Context: an optimization exercise on an open-source flow, tuned for small area, a short achievable clock period and few clock cycles per item. The choices shown serve that exercise and are no tape-out recipe. Only simulation tests tie the RTL to the original design; equivalence was not proved. Power and IR drop assume default switching activity.

Setup of run D:
Design CONVCOR, start of the top module:
module CONVCOR(
	clk,
	rst_n,
	in_valid,
	in_a,
	in_b,
	in_mode,
	out_valid,
	out
);
Size in the first run: roughly 1500 cells after synthesis, ~240 flip-flops, roughly 73 I/O pins.
Settings: LEC_CHECK=0, CAP_MARGIN=20, CORE_MARGIN=2, CORE_UTILIZATION=40, CTS_BUF_LIST=sky130_fd_sc_hd__clkbuf_4 sky130_fd_sc_hd__clkbuf_8, PLACE_DENSITY=0.6, SLEW_MARGIN=20; clock period 13.0 ns.
standard.sh (not shown) runs the stock make flow with config.mk's settings and CLKGATE_MAP_FILE= SYNTH_SCRIPT=/design/flow/synth_recipe.tcl, a recipe that flattens the netlist after the stock synthesis.
==> flow/flow/run.sh <==
#!/bin/bash
set -euo pipefail
export SETUP_SLACK_MARGIN=9.6
bash standard.sh > flow_standard.log 2>&1
Run D finished every step from synthesis to the final layout, and the layout passed the timing, design-rule and antenna checks.
Testbench counts of run D, summed over its fixed seeds: cycles 33,778, items 3,200.
Edits applied to the flow inputs when going from run D to run C:
- CTS_BUF_LIST no longer set, was sky130_fd_sc_hd__clkbuf_4 sky130_fd_sc_hd__clkbuf_8
- CAP_MARGIN now 80, was 20
- SLEW_MARGIN now 80, was 20
==> flow/run.sh (new file) <==
#!/bin/bash
# synth_recipe.tcl (not shown) runs the flow's synth.tcl, then flattens the netlist and writes it again
# the make line also repeats each setting of config.mk as NAME=value (left out here)
make -C /OpenROAD-flow-scripts/flow DESIGN_CONFIG=/design/flow/config.mk WORK_HOME=/design/flow/orfs CLKGATE_MAP_FILE= SYNTH_SCRIPT=/design/flow/synth_recipe.tcl finish
removed: flow/flow/run.sh
removed: flow/standard.sh
--- outcome ---
From run C to run D, post-synthesis instance total did not move at all. As far as compound-cell area share of the yosys netlist goes, run C and run D are indistinguishable; the numbers are identical. Run C contains fewer vias than run D. Wire length, run C vs run D: down by a few percent. Relative to run D, minimum setup slack among reg-to-reg paths has decreased by 1150 ps in run C. The flow did not stop early for run C: all stages ran, and the layout cleared the timing, design-rule and antenna checks.


== JK ==
Starting RTL as in the previous note.
// CONVCOR
module CONVCOR(
	clk,
	rst_n,
	in_valid,
	in_a,
	in_b,
	in_mode,
	out_valid,
	out
);
input              clk;
input              rst_n;
input              in_valid;
input      [15:0]  in_a;
input      [15:0]  in_b;
input              in_mode;
output reg         out_valid;
output reg [35:0]  out;
reg s1, s2, s3, s4, s5, s6, s7, s8, s9, s10;
reg mode;
reg [15:0] a0, a1, a2, b0, b1, b2;
reg [15:0] xa, xb;
reg [17:0] pr_s, pr_c, pi_s, pi_c;
reg acc, vld;
wire [15:0] in_bx = {in_b[15:8], in_b[7:0] ^ {8{in_mode}}};
wire [7:0] xar = xa[15:8];
wire [7:0] xai = xa[7:0];
wire [7:0] xbr = xb[15:8];
wire [7:0] xbi = xb[7:0];
wire cj = mode;
wire tr_0 = (xar[0]&xbr[0]);
wire tr_1 = ~(xai[0]&xbi[0]);
wire tr_2 = ~(cj&xai[0]);
wire tr_3 = (xar[0]&xbr[1]);
wire tr_4 = (xar[1]&xbr[0]);
wire tr_5 = ~(xai[0]&xbi[1]);
wire tr_6 = ~(xai[1]&xbi[0]);
wire tr_7 = ~(cj&xai[1]);
wire tr_8 = (xar[0]&xbr[2]);
wire tr_9 = (xar[1]&xbr[1]);
wire tr_10 = (xar[2]&xbr[0]);
wire tr_11 = ~(xai[0]&xbi[2]);
wire tr_12 = ~(xai[1]&xbi[1]);
wire tr_13 = ~(xai[2]&xbi[0]);
wire tr_14 = ~(cj&xai[2]);
wire tr_15 = (xar[0]&xbr[3]);
wire tr_16 = (xar[1]&xbr[2]);
wire tr_17 = (xar[2]&xbr[1]);
wire tr_18 = (xar[3]&xbr[0]);
wire tr_19 = ~(xai[0]&xbi[3]);
wire tr_20 = ~(xai[1]&xbi[2]);
wire tr_21 = ~(xai[2]&xbi[1]);
wire tr_22 = ~(xai[3]&xbi[0]);
wire tr_23 = ~(cj&xai[3]);
wire tr_24 = (xar[0]&xbr[4]);
wire tr_25 = (xar[1]&xbr[3]);
wire tr_26 = (xar[2]&xbr[2]);
wire tr_27 = (xar[3]&xbr[1]);
wire tr_28 = (xar[4]&xbr[0]);
wire tr_29 = ~(xai[0]&xbi[4]);
wire tr_30 = ~(xai[1]&xbi[3]);
wire tr_31 = ~(xai[2]&xbi[2]);
wire tr_32 = ~(xai[3]&xbi[1]);
wire tr_33 = ~(xai[4]&xbi[0]);
wire tr_34 = ~(cj&xai[4]);
wire tr_35 = (xar[0]&xbr[5]);
wire tr_36 = (xar[1]&xbr[4]);
wire tr_37 = (xar[2]&xbr[3]);
wire tr_38 = (xar[3]&xbr[2]);
wire tr_39 = (xar[4]&xbr[1]);
wire tr_40 = (xar[5]&xbr[0]);
wire tr_41 = ~(xai[0]&xbi[5]);
wire tr_42 = ~(xai[1]&xbi[4]);
wire tr_43 = ~(xai[2]&xbi[3]);
wire tr_44 = ~(xai[3]&xbi[2]);
wire tr_45 = ~(xai[4]&xbi[1]);
wire tr_46 = ~(xai[5]&xbi[0]);
wire tr_47 = ~(cj&xai[5]);
wire tr_48 = (xar[0]&xbr[6]);
wire tr_49 = (xar[1]&xbr[5]);
wire tr_50 = (xar[2]&xbr[4]);
wire tr_51 = (xar[3]&xbr[3]);
wire tr_52 = (xar[4]&xbr[2]);
wire tr_53 = (xar[5]&xbr[1]);
wire tr_54 = (xar[6]&xbr[0]);
  ...
clock: 13.0 ns
lec_check: 0
cap_margin: 20
core_margin: 2
core_utilization: 40
place_density: 0.6
slew_margin: 20
run.sh (not shown) runs the stock make flow with config.mk's settings and CLKGATE_MAP_FILE= SYNTH_SCRIPT=/design/flow/synth_recipe.tcl, a recipe that flattens the netlist after the stock synthesis.
Stock flow here: none of the scripts above is used.
Testbench counts of JK, summed over its fixed seeds: cycles 33,778, items 3,200.
The following lists how MS was set up differently from JK:
==> flow/flow/run.sh (new file) <==
#!/bin/bash
# Standard ORFS layout, with repair_timing asked for a larger setup margin
# than the 13 ns clock needs, so that the resizer works on the critical paths.
set -euo pipefail
export SETUP_SLACK_MARGIN=${MARGIN:-9.5}
bash standard.sh > flow_standard.log 2>&1
==> flow/standard.sh (new file) <==
#!/bin/bash
# synth_recipe.tcl (not shown) runs the flow's synth.tcl, then flattens the netlist and writes it again
# the make line also repeats each setting of config.mk as NAME=value (left out here)
make -C /OpenROAD-flow-scripts/flow DESIGN_CONFIG=/design/flow/config.mk WORK_HOME=/design/flow/orfs CLKGATE_MAP_FILE= SYNTH_SCRIPT=/design/flow/synth_recipe.tcl "${@:-finish}"
removed: flow/run.sh
- The flow did not stop early for MS: all stages ran, and the layout cleared the timing, design-rule and antenna checks.
- Both conditions hold for JK: the flow ran to the end and the final layout passed the timing, design-rule and antenna checks.
- The met3 track demand over resource in global routing on JK is in line with that on MS.
- Looking at area growth from synthesis to layout, MS sits above JK.
- Area of all sequential standard cells for MS: about 2.6% up relative to JK
- Taking JK as the reference, in MS combinational share of power went up; total power went up; instance area at placement went up.
- Compared with JK, MS shows a lower share of total power in sequential cells.
- Diff MS..JK | initial antenna violation count | unchanged
- Maximum ir drop on the vdd rail: MS < JK

## static timing again, ports no longer ideal
How much do the figures lean on ideal ports? The routed layouts below were timed once more, with nothing changed but the port constraints.
Step 1, drivers: a clkbuf_16 drives clk and a buf_2 each remaining input, both assumed.
Step 2 adds t to the input delays and takes it off the output delays; t is the mean of the earliest and latest rising clock arrival at the registers after step 1. Input paths then give back, and output paths get back, about the clock's delay inside the block.
Slacks: no drivers / after step 1 / after step 2; pairs: no drivers / after step 1.
run	t (ns)	setup WS [ns]	worst setup path after step 2	pins driven straight from the clock port
run D	0.662	9.213 / 9.213 / 9.213	register to register	1
run C	0.609	8.059 / 8.059 / 8.059	register to register	1
JK	0.617	8.744 / 8.744 / 8.744	register to register	1
MS	0.616	9.234 / 9.234 / 8.994	input to register	1
After both steps setup and hold are still met in every run listed. The setup slack of MS, which loses most, moves by 0.000 ns with the drivers and by -0.240 ns with both steps.
